Context: an optimization exercise on an open-source flow, tuned for small area. The choices shown serve that exercise and are no tape-out recipe. RTL that was checked went through simulation tests only; none was proved equivalent to the original.

Design KFPS2KB, start of the top module:
module KFPS2KB #(
    parameter over_time = 16'd1000
) (
    input   logic           clock,
    input   logic           reset,
    input   logic           device_clock,
    input   logic           device_data,
    output  logic           irq,
    output  logic   [7:0]   keycode,
    input   logic           clear_keycode
);
==> flow/config.mk <==
export PLATFORM = sky130hd
export DESIGN_NAME = KFPS2KB
export DESIGN_NICKNAME = KFPS2KB
export VERILOG_FILES = /design/flow/design.v
export SDC_FILE = /design/flow/constraint.sdc
export NUM_CORES = 4
export LEC_CHECK = 0
export CAP_MARGIN = 20
export CORE_MARGIN = 2
export CORE_UTILIZATION = 40
export SLEW_MARGIN = 20
==> flow/constraint.sdc <==
create_clock -name core_clock -period 10.0 [get_ports {clock}]
set_input_delay 2.0000 -clock core_clock [delete_from_list [all_inputs] [get_ports {clock}]]
set_output_delay 2.0000 -clock core_clock [all_outputs]
set_load 0.01 [all_outputs]
standard.sh (not shown) runs the stock make flow with config.mk's settings and CLKGATE_MAP_FILE= SYNTH_SCRIPT=/design/flow/synth_recipe.tcl, a recipe that flattens the netlist after the stock synthesis.
==> flow/flow/run.sh <==
#!/bin/bash
# Layout flow: the standard ORFS flow with an area-oriented synthesis
# (no half/full-adder extraction, area-oriented ABC mapping), port buffers
# of the smallest buffer cell, and a clock tree without dummy loads.
set -euo pipefail
WD=$(pwd)
FD=$WD/flow
mkdir -p $WD/myflow
# synthesis script: the standard flow's, with ORFS's synth.tcl replaced by a copy that
# skips the adder extraction and runs ABC with flow/area.abc
sed "s#source \$::env(SCRIPTS_DIR)/synth.tcl#source $WD/myflow/synth_core.tcl#" synth_recipe.tcl > $WD/myflow/my_synth.tcl
grep -q "myflow/synth_core.tcl" $WD/myflow/my_synth.tcl
python3 - "$FLOW_HOME/scripts/synth.tcl" "$WD/myflow/synth_core.tcl" "$FD/area.abc" <<'P'
import sys
s = open(sys.argv[1]).read()
a = s.index('# Technology mapping of adders')
b = s.index('# Technology mapping of latches')
s = s[:a] + s[b:]
old = "  log_cmd abc {*}$abc_args\n"
assert old in s
s = s.replace(old, "  log_cmd abc -script %s {*}[lrange $abc_args 2 end]\n" % sys.argv[3])
open(sys.argv[2], 'w').write(s)
P
bash standard.sh \
  SYNTH_SCRIPT=$WD/myflow/my_synth.tcl \
  "BUFFER_PORTS_ARGS=-buffer_cell sky130_fd_sc_hd__buf_1" \
  "CTS_ARGS=-sink_clustering_enable -repair_clock_nets -dont_use_dummy_load -buf_list sky130_fd_sc_hd__clkbuf_8 -root_buf sky130_fd_sc_hd__clkbuf_8 -sink_clustering_size 32 -sink_clustering_max_diameter 200" \
  finish > $WD/flow_make.log 2>&1
==> flow/flow/area.abc <==
strash
dch -f
amap
topo
dnsize -c
Edit:
--- a/flow/flow/run.sh
+++ b/flow/flow/run.sh
@@ -26,3 +26,3 @@
   "BUFFER_PORTS_ARGS=-buffer_cell sky130_fd_sc_hd__buf_1" \
-  "CTS_ARGS=-sink_clustering_enable -repair_clock_nets -dont_use_dummy_load -buf_list sky130_fd_sc_hd__clkbuf_8 -root_buf sky130_fd_sc_hd__clkbuf_8 -sink_clustering_size 32 -sink_clustering_max_diameter 200" \
+  "CTS_ARGS=-sink_clustering_enable -repair_clock_nets -dont_use_dummy_load -buf_list sky130_fd_sc_hd__clkbuf_4 -root_buf sky130_fd_sc_hd__clkbuf_4 -sink_clustering_size 12 -sink_clustering_max_diameter 200" \
   finish > $WD/flow_make.log 2>&1
==> flow/flow/area.abc (replaced) <==
strash
&get -n
&deepsyn -T 60
&put
dch -f
amap
topo
dnsize -c
Result: The new run ran to the end with no violations. Cell count fell by a few percent. Design area decreases by a few percent. Hold slack improved by 10 ps. Setup slack degrades by 39 ps. Area after synthesis shrinks slightly. Routed wire length drops by a few percent.
Edit:
--- a/flow/flow/run.sh
+++ b/flow/flow/run.sh
@@ -26,3 +26,3 @@
   "BUFFER_PORTS_ARGS=-buffer_cell sky130_fd_sc_hd__buf_1" \
-  "CTS_ARGS=-sink_clustering_enable -repair_clock_nets -dont_use_dummy_load -buf_list sky130_fd_sc_hd__clkbuf_4 -root_buf sky130_fd_sc_hd__clkbuf_4 -sink_clustering_size 12 -sink_clustering_max_diameter 200" \
+  "CTS_ARGS=-sink_clustering_enable -repair_clock_nets -dont_use_dummy_load -buf_list sky130_fd_sc_hd__clkbuf_4 -root_buf sky130_fd_sc_hd__clkbuf_4" \
   finish > $WD/flow_make.log 2>&1
==> flow/flow/area.abc (replaced) <==
strash
dch -f
amap
topo
dnsize -c
The new run produced a clean layout.
Worst setup slack is better by 60 ps.
Synthesized cell count rises by about 3.4%.
Area after synthesis rises by about 1.5%.
Cell count rises by 2.3%.
Routed wire length rises by about 1.2%.
Edit:
--- a/flow/flow/run.sh
+++ b/flow/flow/run.sh
@@ -26,3 +26,3 @@
   "BUFFER_PORTS_ARGS=-buffer_cell sky130_fd_sc_hd__buf_1" \
-  "CTS_ARGS=-sink_clustering_enable -repair_clock_nets -dont_use_dummy_load -buf_list sky130_fd_sc_hd__clkbuf_4 -root_buf sky130_fd_sc_hd__clkbuf_4" \
+  "CTS_ARGS=-sink_clustering_enable -repair_clock_nets -dont_use_dummy_load -buf_list sky130_fd_sc_hd__clkbuf_2 -root_buf sky130_fd_sc_hd__clkbuf_4" \
   finish > $WD/flow_make.log 2>&1
==> flow/flow/area.abc (replaced) <==
strash
&get -n
&deepsyn -T 60
&put
dch -f
amap
topo
dnsize -c
Outcome: First-iteration DRC count rises by 0.76%. Via count is lower by 1.4%. Synthesized area went down by 1.5%.
Edit:
--- a/flow/flow/run.sh
+++ b/flow/flow/run.sh
@@ -26,3 +26,3 @@
   "BUFFER_PORTS_ARGS=-buffer_cell sky130_fd_sc_hd__buf_1" \
-  "CTS_ARGS=-sink_clustering_enable -repair_clock_nets -dont_use_dummy_load -buf_list sky130_fd_sc_hd__clkbuf_2 -root_buf sky130_fd_sc_hd__clkbuf_4" \
+  "CTS_ARGS=-sink_clustering_enable -repair_clock_nets -dont_use_dummy_load" \
   finish > $WD/flow_make.log 2>&1
==> flow/flow/area.abc (replaced) <==
strash
dch -f
amap
topo
dnsize -c
Clock skew stays flat.
First-iteration DRC count went down by 1.7%.

========
Setup of run A:
KFPS2KB, a different RTL version from the one above (not shown whole).
Size: roughly 31 flip-flops, roughly 14 I/O pins, ~0.0022 mm^2 of cells after synthesis.
export LEC_CHECK = 0
export CAP_MARGIN = 20
export CORE_MARGIN = 2
export CORE_UTILIZATION = 40
export SLEW_MARGIN = 20
create_clock -name core_clock -period 10.0 [get_ports {clock}]
==> flow/flow/run.sh <==
#!/bin/bash
# Layout flow: the standard ORFS flow with an area-oriented synthesis
# (no half/full-adder extraction; the combinational logic is optimised by
# ABC with several scripts, flow/abc_*.abc, and the smallest netlist is
# kept), port buffers of the smallest buffer cell, and a clock tree of
# clkbuf_4 cells without dummy loads.
set -euo pipefail
WD=$(pwd)
FD=$WD/flow
M=$WD/myflow
mkdir -p $M
# synthesis script: the standard flow's, with ORFS's synth.tcl replaced by a copy that
# skips the adder extraction and runs ABC with the script in $MY_ABC_SCRIPT
sed "s#source \$::env(SCRIPTS_DIR)/synth.tcl#source $M/synth_core.tcl#" synth_recipe.tcl > $M/my_synth.tcl
grep -q "myflow/synth_core.tcl" $M/my_synth.tcl
python3 - "$FLOW_HOME/scripts/synth.tcl" "$M/synth_core.tcl" <<'P'
import sys
s = open(sys.argv[1]).read()
a = s.index('# Technology mapping of adders')
b = s.index('# Technology mapping of latches')
s = s[:a] + s[b:]
old = "  log_cmd abc {*}$abc_args\n"
assert old in s
s = s.replace(old, "  log_cmd abc -script $::env(MY_ABC_SCRIPT) {*}[lrange $abc_args 2 end]\n")
open(sys.argv[2], 'w').write(s)
P
ARGS=(
  SYNTH_SCRIPT=$M/my_synth.tcl
  "BUFFER_PORTS_ARGS=-buffer_cell sky130_fd_sc_hd__buf_1"
  "CTS_ARGS=-sink_clustering_enable -repair_clock_nets -dont_use_dummy_load -buf_list sky130_fd_sc_hd__clkbuf_4 -root_buf sky130_fd_sc_hd__clkbuf_4"
)
R=$WD/orfs/results/sky130hd/KFPS2KB/base
REP=$WD/orfs/reports/sky130hd/KFPS2KB/base
LOG=$WD/orfs/logs/sky130hd/KFPS2KB/base
best=""
bestarea=""
for f in $FD/abc_*.abc; do
  n=$(basename $f .abc)
  rm -f $R/1_2_yosys.v $R/1_synth.odb $R/1_synth.sdc
  MY_ABC_SCRIPT=$f bash standard.sh "${ARGS[@]}" synth > $WD/synth_$n.log 2>&1
  mkdir -p $M/$n
  cp $R/1_2_yosys.v $REP/synth_stat.txt $LOG/1_2_yosys.log $M/$n/
  area=$(grep -m1 "Chip area for module" $M/$n/synth_stat.txt | awk '{print $NF}')
  echo "$n $area" >> $WD/synth_areas.log
  if [[ -z "$best" ]] || python3 -c "import sys; sys.exit(0 if float('$area') < float('$bestarea') else 1)"; then
    best=$n; bestarea=$area
  fi
done
echo "kept $best $bestarea" >> $WD/synth_areas.log
rm -f $R/1_synth.odb $R/1_synth.sdc
cp $M/$best/1_2_yosys.v $R/1_2_yosys.v
cp $M/$best/synth_stat.txt $REP/synth_stat.txt
MY_ABC_SCRIPT=$FD/$best.abc bash standard.sh "${ARGS[@]}" finish > $WD/flow_make.log 2>&1
==> flow/flow/abc_a.abc <==
strash
dch -f
amap
topo
dnsize -c
==> flow/flow/abc_d1.abc <==
strash
&get -n
&deepsyn -T 60 -S 1
&put
dch -f
amap
topo
dnsize -c
==> flow/flow/abc_d2.abc <==
strash
&get -n
&deepsyn -T 60 -S 2
&put
dch -f
amap
topo
dnsize -c
==> flow/flow/abc_d3.abc <==
strash
&get -n
&deepsyn -T 60 -S 3
&put
dch -f
amap
topo
dnsize -c
==> flow/flow/abc_d4.abc <==
strash
&get -n
&deepsyn -T 60 -S 4
&put
dch -f
amap
topo
dnsize -c
Run A has completed all stages; timing, DRC and antenna checks passed.
#### Input delta (run B over run A)
diff --git a/flow/flow/run.sh b/flow/flow/run.sh
--- a/flow/flow/run.sh
+++ b/flow/flow/run.sh
@@ -3,5 +3,5 @@
 # (no half/full-adder extraction; the combinational logic is optimised by
-# ABC with several scripts, flow/abc_*.abc, and the smallest netlist is
-# kept), port buffers of the smallest buffer cell, and a clock tree of
-# clkbuf_4 cells without dummy loads.
+# ABC with the scripts flow/abc_*.abc, run side by side, and the smallest
+# netlist is kept), port buffers of the smallest buffer cell, and a clock
+# tree of clkbuf_4 cells without dummy loads.
 set -euo pipefail
@@ -31,5 +31,12 @@
 )
-R=$WD/orfs/results/sky130hd/KFPS2KB/base
-REP=$WD/orfs/reports/sky130hd/KFPS2KB/base
-LOG=$WD/orfs/logs/sky130hd/KFPS2KB/base
+# candidate syntheses, each in a work area of its own
+pids=()
+for f in $FD/abc_*.abc; do
+  n=$(basename $f .abc)
+  sed "s#WORK_HOME=$WD/orfs #WORK_HOME=$M/$n #" standard.sh > $M/standard_$n.sh
+  grep -q "WORK_HOME=$M/$n " $M/standard_$n.sh
+  MY_ABC_SCRIPT=$f bash $M/standard_$n.sh "${ARGS[@]}" synth > $WD/synth_$n.log 2>&1 &
+  pids+=($!)
+done
+for p in "${pids[@]}"; do wait $p; done
 best=""
@@ -38,7 +45,3 @@
   n=$(basename $f .abc)
-  rm -f $R/1_2_yosys.v $R/1_synth.odb $R/1_synth.sdc
-  MY_ABC_SCRIPT=$f bash standard.sh "${ARGS[@]}" synth > $WD/synth_$n.log 2>&1
-  mkdir -p $M/$n
-  cp $R/1_2_yosys.v $REP/synth_stat.txt $LOG/1_2_yosys.log $M/$n/
-  area=$(grep -m1 "Chip area for module" $M/$n/synth_stat.txt | awk '{print $NF}')
+  area=$(grep -m1 "Chip area for module" $M/$n/reports/sky130hd/KFPS2KB/base/synth_stat.txt | awk '{print $NF}')
   echo "$n $area" >> $WD/synth_areas.log
@@ -49,5 +52,4 @@
 echo "kept $best $bestarea" >> $WD/synth_areas.log
-rm -f $R/1_synth.odb $R/1_synth.sdc
-cp $M/$best/1_2_yosys.v $R/1_2_yosys.v
-cp $M/$best/synth_stat.txt $REP/synth_stat.txt
+mkdir -p $WD/orfs
+cp -rp $M/$best/results $M/$best/reports $M/$best/logs $M/$best/objects $WD/orfs/
 MY_ABC_SCRIPT=$FD/$best.abc bash standard.sh "${ARGS[@]}" finish > $WD/flow_make.log 2>&1
==> flow/flow/abc_d1.abc <==
strash
&get -n
&deepsyn -T 120 -S 1
&put
dch -f
amap
topo
dnsize -c
==> flow/flow/abc_d2.abc <==
strash
&get -n
&deepsyn -T 120 -S 2
&put
dch -f
amap
topo
dnsize -c
==> flow/flow/abc_d3.abc <==
strash
&get -n
&deepsyn -T 120 -S 3
&put
dch -f
amap
topo
dnsize -c
removed: flow/flow/abc_d4.abc
[summary]
- Run B reports a lower number of distinct standard cells referenced by the synthesized netlist than run A does.
- Relative to run A, wire length of the first global-routing pass has decreased by 6.4% in run B.
- The cell area reported for run B is smaller than that of run A by 1.0%.
- | worst setup slack | higher: run B |
- Run B — non-clock inverter instance count of the final layout 3 lower, run A as reference
- Synthesized area, run B vs run A: down slightly
- Re number of non-clock buffers in the layout: no difference whatsoever between run A and run B.
Changes in run C relative to run B:
diff --git a/flow/flow/run.sh b/flow/flow/run.sh
--- a/flow/flow/run.sh
+++ b/flow/flow/run.sh
@@ -3,3 +3,3 @@
 # (no half/full-adder extraction; the combinational logic is optimised by
-# ABC with the scripts flow/abc_*.abc, run side by side, and the smallest
+# ABC with the scripts flow/abc_*.abc, run four at a time, and the smallest
 # netlist is kept), port buffers of the smallest buffer cell, and a clock
@@ -31,3 +31,2 @@
 )
-# candidate syntheses, each in a work area of its own
 pids=()
@@ -39,2 +38,6 @@
   pids+=($!)
+  if [[ ${#pids[@]} -ge 4 ]]; then
+    for p in "${pids[@]}"; do wait $p; done
+    pids=()
+  fi
 done
==> flow/flow/abc_a.abc <==
strash
dch -f
amap
strash
dch -f
amap
topo
dnsize -c
==> flow/flow/abc_d1.abc <==
strash
&get -n
&deepsyn -T 120 -S 1
&put
dch -f
amap
strash
dch -f
amap
topo
dnsize -c
==> flow/flow/abc_d2.abc <==
strash
&get -n
&deepsyn -T 120 -S 2
&put
dch -f
amap
strash
dch -f
amap
topo
dnsize -c
==> flow/flow/abc_d3.abc <==
strash
&get -n
&deepsyn -T 120 -S 3
&put
dch -f
amap
strash
dch -f
amap
topo
dnsize -c
==> flow/flow/abc_d4.abc (new file) <==
strash
&get -n
&deepsyn -T 120 -S 4
&put
dch -f
amap
strash
dch -f
amap
topo
dnsize -c
==> flow/flow/abc_d5.abc (new file) <==
strash
&get -n
&deepsyn -T 120 -S 5
&put
dch -f
amap
strash
dch -f
amap
topo
dnsize -c
==> flow/flow/abc_d6.abc (new file) <==
strash
&get -n
&deepsyn -T 120 -S 6
&put
dch -f
amap
strash
dch -f
amap
topo
dnsize -c
==> flow/flow/abc_d7.abc (new file) <==
strash
&get -n
&deepsyn -T 120 -S 7
&put
dch -f
amap
strash
dch -f
amap
topo
dnsize -c
==> comparison <==
On final area: run C sits below run B.
On via density per instance, the lower figure sits with run C, not run B.
Slowest stage cell on the critical path = sky130_fd_sc_hd__dfrtn_1: run B; slowest stage cell on the critical path = sky130_fd_sc_hd__or2_0: run C
NOTE: worst clock skew in run C exceeds that of run B

========
== maple ==
KFPS2KB, a different RTL version from the one above (not shown whole).
Size in the first run: ~31 flip-flops, roughly 14 I/O pins.
// KFPS2KB
module KFPS2KB #(
    parameter over_time = 16'd1000
) (
    input   logic           clock,
    input   logic           reset,
    input   logic           device_clock,
    input   logic           device_data,
    output  logic           irq,
    output  logic   [7:0]   keycode,
    input   logic           clear_keycode
);
export LEC_CHECK = 0
export CAP_MARGIN = 20
export CORE_MARGIN = 2
export CORE_UTILIZATION = 40
export SLEW_MARGIN = 20
create_clock -name core_clock -period 10.0 [get_ports {clock}]
==> flow/flow/run.sh <==
#!/bin/bash
# Layout flow: the standard ORFS flow with an area-oriented synthesis
# (no half/full-adder extraction, area-oriented ABC mapping), port buffers
# of the smallest buffer cell, and a clock tree without dummy loads.
set -euo pipefail
WD=$(pwd)
FD=$WD/flow
mkdir -p $WD/myflow
# synthesis script: the standard flow's, with ORFS's synth.tcl replaced by a copy that
# skips the adder extraction and runs ABC with flow/area.abc
sed "s#source \$::env(SCRIPTS_DIR)/synth.tcl#source $WD/myflow/synth_core.tcl#" synth_recipe.tcl > $WD/myflow/my_synth.tcl
grep -q "myflow/synth_core.tcl" $WD/myflow/my_synth.tcl
python3 - "$FLOW_HOME/scripts/synth.tcl" "$WD/myflow/synth_core.tcl" "$FD/area.abc" <<'P'
import sys
s = open(sys.argv[1]).read()
a = s.index('# Technology mapping of adders')
b = s.index('# Technology mapping of latches')
s = s[:a] + s[b:]
old = "  log_cmd abc {*}$abc_args\n"
assert old in s
s = s.replace(old, "  log_cmd abc -script %s {*}[lrange $abc_args 2 end]\n" % sys.argv[3])
open(sys.argv[2], 'w').write(s)
P
# ORFS scripts, with the clock tree step changed not to clone the clock
# inverter of the negative-edge flip-flops without reset next to each of them
cp -r "$FLOW_HOME/scripts" $WD/myscripts
python3 - $WD/myscripts/cts.tcl <<'P'
import sys
s = open(sys.argv[1]).read()
assert "\nrepair_clock_inverters\n" in s
s = s.replace("\nrepair_clock_inverters\n", "\n")
open(sys.argv[1], 'w').write(s)
P
bash standard.sh \
  SCRIPTS_DIR=$WD/myscripts \
  SYNTH_SCRIPT=$WD/myflow/my_synth.tcl \
  "BUFFER_PORTS_ARGS=-buffer_cell sky130_fd_sc_hd__buf_1" \
  "CTS_ARGS=-sink_clustering_enable -repair_clock_nets -dont_use_dummy_load -buf_list sky130_fd_sc_hd__clkbuf_4 -root_buf sky130_fd_sc_hd__clkbuf_4 -sink_clustering_size 12 -sink_clustering_max_diameter 200" \
  finish > $WD/flow_make.log 2>&1
==> flow/flow/area.abc <==
strash
&get -n
&deepsyn -T 60
&put
dch -f
amap
topo
dnsize -c
[inputs] pine vs maple
--- a/flow/flow/run.sh
+++ b/flow/flow/run.sh
@@ -23,17 +23,6 @@
 P
-# ORFS scripts, with the clock tree step changed not to clone the clock
-# inverter of the negative-edge flip-flops without reset next to each of them
-cp -r "$FLOW_HOME/scripts" $WD/myscripts
-python3 - $WD/myscripts/cts.tcl <<'P'
-import sys
-s = open(sys.argv[1]).read()
-assert "\nrepair_clock_inverters\n" in s
-s = s.replace("\nrepair_clock_inverters\n", "\n")
-open(sys.argv[1], 'w').write(s)
-P
 bash standard.sh \
-  SCRIPTS_DIR=$WD/myscripts \
   SYNTH_SCRIPT=$WD/myflow/my_synth.tcl \
   "BUFFER_PORTS_ARGS=-buffer_cell sky130_fd_sc_hd__buf_1" \
-  "CTS_ARGS=-sink_clustering_enable -repair_clock_nets -dont_use_dummy_load -buf_list sky130_fd_sc_hd__clkbuf_4 -root_buf sky130_fd_sc_hd__clkbuf_4 -sink_clustering_size 12 -sink_clustering_max_diameter 200" \
+  "CTS_ARGS=-sink_clustering_enable -repair_clock_nets -dont_use_dummy_load -buf_list sky130_fd_sc_hd__clkbuf_4 -root_buf sky130_fd_sc_hd__clkbuf_4" \
   finish > $WD/flow_make.log 2>&1
==> flow/flow/area.abc <==
strash
dch -f
amap
topo
dnsize -c
[summary]
Comparing maple against pine, there is no change at all in total of cells resized after clock tree synthesis. Cmp maple and pine / relative slew slack / lower: pine. pine vs maple on setup slack after placement: pine is the lower one. ~same count of placed standard cells including taps in maple and pine. [compare] base=maple new=pine: critical path depth in cells higher; worst hold margin higher; post-synthesis cell area higher. Compared with maple, pine shows a lower total number of multi-input combinational cells.
No run of this note included a check of the RTL's function; only the layout flow was run.
